Context: an optimization exercise on an open-source flow, tuned for small area, a short achievable clock period and few clock cycles. The choices shown serve that exercise and are no tape-out recipe. In this exercise RTL edits were held to simulation tests only and were not proved equivalent to the original.

==> flow/design.v (outline; a module is shown in full before it is edited, if it fits) <==
// module MTX_MUL: 365 lines
// module MTX_FA: 6 lines
// module MTX_XNOR: 5 lines
// module MTX_OR: 5 lines
module MTX_MUL( MP, ready, m1, m2, load, clk );
  // ...
==> flow/flow/run.sh <==
#!/bin/bash
# The standard layout (standard.sh), with three changes: ports are buffered with
# buf_1 instead of the default buffer; CTS uses clkbuf_8 sink clusters without
# dummy loads; and timing repair aims at 5.15 ns of setup slack (a 3.85 ns period),
# the clock itself staying at the design's period.
# make's output goes to flow.log here; each ORFS step also keeps its own log
# under orfs/logs/.
set -euo pipefail
bash standard.sh \
  "BUFFER_PORTS_ARGS=-buffer_cell sky130_fd_sc_hd__buf_1" \
  "CTS_ARGS=-sink_clustering_enable -repair_clock_nets -sink_clustering_size 20 -sink_clustering_max_diameter 50 -buf_list sky130_fd_sc_hd__clkbuf_8 -dont_use_dummy_load" \
  SETUP_SLACK_MARGIN=5.25 \
  finish > flow.log 2>&1
==> flow/standard.sh <==
#!/bin/bash
# synth_recipe.tcl (not shown) runs the flow's synth.tcl, then flattens the netlist and writes it again
# the make line also repeats each setting of config.mk as NAME=value (left out here)
make -C /OpenROAD-flow-scripts/flow DESIGN_CONFIG=/design/flow/config.mk WORK_HOME=/design/flow/orfs CLKGATE_MAP_FILE= SYNTH_SCRIPT=/design/flow/synth_recipe.tcl "${@:-finish}"
==> flow/config.mk <==
export PLATFORM = sky130hd
export DESIGN_NAME = MTX_MUL
export DESIGN_NICKNAME = MTX_MUL
export VERILOG_FILES = /design/flow/design.v
export SDC_FILE = /design/flow/constraint.sdc
export NUM_CORES = 4
export LEC_CHECK = 0
export ABC_CLOCK_PERIOD_IN_PS = 4000
export CAP_MARGIN = 20
export CORE_MARGIN = 2
export CORE_UTILIZATION = 75
export CTS_BUF_LIST = sky130_fd_sc_hd__clkbuf_8
export CTS_CLUSTER_DIAMETER = 50
export CTS_CLUSTER_SIZE = 20
export SETUP_SLACK_MARGIN = 5.0
export SLEW_MARGIN = 20
export SYNTH_HIERARCHICAL = 1
export SYNTH_MINIMUM_KEEP_SIZE = 0
==> flow/constraint.sdc <==
create_clock -name core_clock -period 9.0 [get_ports {clk}]
set_input_delay 1.8000 -clock core_clock [delete_from_list [all_inputs] [get_ports {clk}]]
set_output_delay 1.8000 -clock core_clock [all_outputs]
set_load 0.01 [all_outputs]
==> impl_metrics.json, run 1 <==
{
  "fin_area_mm2": 0.0151,
  "final_cell_mix": "dfxtp_1, nand2_1, fa_1",
  "routabilityCongestion": 0.900,
  "whs_endpoint": "b2[3][3]",
  "htree_num_levels": 1,
  "hold_ws_ps": 268,
  "place_area_mm2": 0.0145,
  "final-nonclk-buf-share": 0.0205,
  "status": "finished clean",
  "cp.required_ps": 7200,
  "synth_top_family_by_area": "adder cells",
  "nNonClkBuffers": 55,
  "finalSetupViolations": 0,
  "finalCriticalPeriod_ps": 3880,
  "cp.arrival_ps": 2080,
  "rr_endpoint": "cs2[23]",
  "synth_area_leader_cell": "dfxtp_1",
  "synth_seq_cells": 339,
  "yosys_warnings": 12,
  "max-clock-path-buffers": 3,
  "dp_cells": 1262,
  "sh_seq_area": 0.476,
  "regArea_mm2": 0.00717,
  "die_h_um": 142,
  "critPathSlowestCell": "buf_8",
  "cts_resized": 7,
  "synth_compound_area_frac": 0.0100,
  "clkCellAreaFrac": 0.0238,
  "hold_buffers": 0
}
Testbench counts, summed over its fixed seeds: cycles 6,144.
==> inputs of run 2 (changes only) <==
--- a/flow/flow/run.sh
+++ b/flow/flow/run.sh
@@ -10,4 +10,4 @@
   "BUFFER_PORTS_ARGS=-buffer_cell sky130_fd_sc_hd__buf_1" \
   "CTS_ARGS=-sink_clustering_enable -repair_clock_nets -sink_clustering_size 20 -sink_clustering_max_diameter 50 -buf_list sky130_fd_sc_hd__clkbuf_8 -dont_use_dummy_load" \
-  SETUP_SLACK_MARGIN=5.25 \
+  SETUP_SLACK_MARGIN=5.15 \
   finish > flow.log 2>&1
==> run 2 against run 1 <==
  * Via count fell by 0.64%
  * Critical path depth is the same
  * Setup slack worse by 21 ps
  * Still clean on timing, DRC and antenna
  * Largest cell class unchanged
  * Register-to-register slack worse by 70 ps
  * Sequential share of layout area increased by 0.39 points
  * Clock-buffer cell count rose by 1
  * First-iteration DRC count up 3.7%
  * Critical endpoint unchanged
==> impl_metrics.json, run 2 <==
{
  "synth_cells": 1057,
  "start_util": 0.766,
  "clkSinkCount": 339,
  "hold_buffers": 0,
  "crit_path_start": "load",
  "wl_per_cell_um": 20.1,
  "diodes": 0,
  "regArea_mm2": 0.00716,
  "insertion_delay_ps": 590,
  "die_w_um": 142,
  "path_max_fanout": 3,
  "setup_tns_ps": 0,
  "area_growth_pct": 4.09,
  "yosys_warnings": 12,
  "largest_reg_flops": 96,
  "routabilityCongestion": 0.898,
  "status": "finished clean",
  "timing.final.max_slew_violations": 0,
  "finalSetupViolations": 0,
  "drive_above_1_share": 0.0672,
  "final_cell_mix": "dfxtp_1, nand2_1, fa_1",
  "ioPinCount": 37,
  "cts_tree": "built",
  "max-clock-path-buffers": 3,
  "setup_ws_ps": 5100,
  "multiInputGateArea_mm2": 0.00686,
  "grt_pass1_vias": 8218,
  "fin_nets": 1320,
  "path_class": "input port to output port",
  "fin_area_mm2": 0.0149,
  "ys_seq_area_frac": 0.500,
  "worstSetupEndpointType": "output port",
  "via_per_inst": 5.67,
  "cp.required_ps": 7200,
  "finClkSkew_ps": 78.4,
  "yosysMostFrequentCell": "dfxtp_1",
  "slew_headroom": 0.398,
  "drv_cap": 0,
  "ys_top_cells_by_count": "dfxtp_1, nand2_1, fa_1",
  "clk_pin_slew_worst_paths_ps": 110,
  "async_reset_ff_frac": 0,
  "die_area_mm2": 0.0202,
  "drtIter0Drc": 502,
  "final_common_cell": "dfxtp_1",
  "syn_nets": 1319,
  "synth_area_leader_cell": "dfxtp_1",
  "finalCritPeriodShare": 0.433,
  "drc": 0,
  "numCtsBuffers": 27,
  "die_h_um": 142,
  "coreArea_mm2": 0.0187,
  "htree_num_levels": 1,
  "dp_hpwl_mm": 19.4,
  "hold_viol": 0,
  "grt_max_degree": 21,
  "wl_mm": 26.0,
  "first_pass_iters": 5,
  "pre_cts_ws_ps": 5000,
  "fmax_ghz": 0.257,
  "cp.arrival_ps": 2100,
  "syn_area_mm2": 0.0143,
  "port_buffers": 36,
  "ctsRootBufferMaster": "clkbuf_8",
  "finalCriticalPeriod_ps": 3900,
  "vias": 7314,
  "synthTopCellsByArea": "dfxtp_1, fa_1, edfxtp_1",
  "antenna_found_initial": 0,
  "grt_use_total": 0.281,
  "hold_start": "b2[2][4]",
  "hp-class": "register to register",
  "yosys_most_used_dff": "dfxtp_1",
  "row_count": 50,
  "ys_types": 38,
  "timing.rr.start": "ar2[7]",
  "synth_seq_cells": 339,
  "grt_setup_unrepaired": "true",
  "synth_top_area_frac": 0.422,
  "avgSynthCellArea_um2": 13.6,
  "worst_pin_slew_ps": 904,
  "top_register": "a",
  "fill_cells": 1083,
  "start_kind": "input port",
  "grt_pass1_wl_mm": 42.2,
  "synth-edff-count": 37,
  "final_util": 0.797,
  "place_area_mm2": 0.0145,
  "ant_nets": 0,
  "gr-total-overflow": 0
}
run 2: worst max-delay path, cell delays in order:
cell    delay (ps)
buf_8          100
nor2_4          90
buf_6          110
run 2: path summary, 6_finish.rpt:
check / endpoint / slack, ps / cells after the start
setup reg to reg: cs2[23] / 5270 / 7
setup / recovery: ready / 5100 / 3
hold / removal: b2[3][4] / 270 / 0
hold reg to reg: b2[3][4] / 270 / 0
run 2: modules after synthesis (local to each module, per instance):
| module | cells inside | area, um^2 | times used |
|---|---|---|---|
| MTX_FA | 1 | 20.0 | 226 |
| MTX_MUL | 795 | 9530 | 1 |
| MTX_OR | 1 | 6.26 | 18 |
| MTX_XNOR | 1 | 8.76 | 18 |
run 2: logic make-up (layout without fill, tap and decap cells):
| group | count (synthesis) | in the layout | share of synthesized area |
|---|---|---|---|
| flops | 339 | 339 | 0.500 |
| xor+xnor | 24 | 24 | 0.0147 |
| fa+ha+maj | 244 | 244 | 0.334 |
| simple gates | 311 | 311 | 0.0912 |
| buf+inv | 84 | 83 | 0.0225 |
| mux | 33 | 33 | 0.0279 |
| compound gates | 22 | 22 | 0.0100 |
run 2: per-layer routing:
| layer | track usage | vias up | routed length, um |
|---|---|---|---|
| li1 | - | 3237 | - |
| met1 | 0.360 | 3727 | 10200 |
| met2 | 0.487 | 287 | 13200 |
| met3 | 0.0427 | 63 | 1520 |
| met4 | 0.113 | 0 | 1030 |
| met5 | 0 | - | 0 |
run 2: timing repair:
| item | CTS | global route |
|---|---|---|
| setup buffers | 0 | 1 |
| gates resized for setup | 7 | 3 |
| endpoints found under the hold margin | 0 | 0 |
| gates cloned | 0 | 0 |
| setup endpoints to repair | 1 | 3 |
| pin swaps | 1 | 0 |
run 2: final cells by class:
cell class / instances / area share
multi-input cells: 634 / 0.460
well taps: 234 / 0.0196
flip-flops and latches: 339 / 0.480
inverters: 19 / 0.00478
clock buffers: 27 / 0.0249
repair buffers: 37 / 0.0108
run 2: per-stage QoR:
step | hold slack (ps) | std cells
6_report | 266 | 1290
3_5_place_dp | 312 | 1262
3_3_place_gp | 310 | 1262
4_1_cts | 268 | 1289
5_1_grt | 266 | 1290
2_1_floorplan | 310 | 1057

-- static timing again, ports no longer ideal --
Ports are ideal in the flow. The routed layouts listed here were re-timed in OpenROAD.
Step 1 assumes that a clkbuf_16 drives the clock port and a buf_2 every other input.
Step 2, shift: input delay + t, output delay - t, t = (earliest + latest rising clock arrival at the registers) / 2. This alone moves slack from input paths to output paths.
a / b / c = ideal ports / drivers / drivers and shift; a / b = the first two.
run	shift t [ns]	setup slack, ns	clock arrival spread, ns	worst slew at a driven data input, ns	pins driven straight from the clock port
run 1	0.584	5.124 / 5.085 / 5.085	0.097 / 0.097	0.05	1
run 2	0.597	5.102 / 5.065 / 5.065	0.079 / 0.079	0.05	1
After both steps every run listed still meets setup and hold. The setup slack of run 1, which loses most, moves by -0.039 ns with the drivers and by -0.039 ns with both steps.
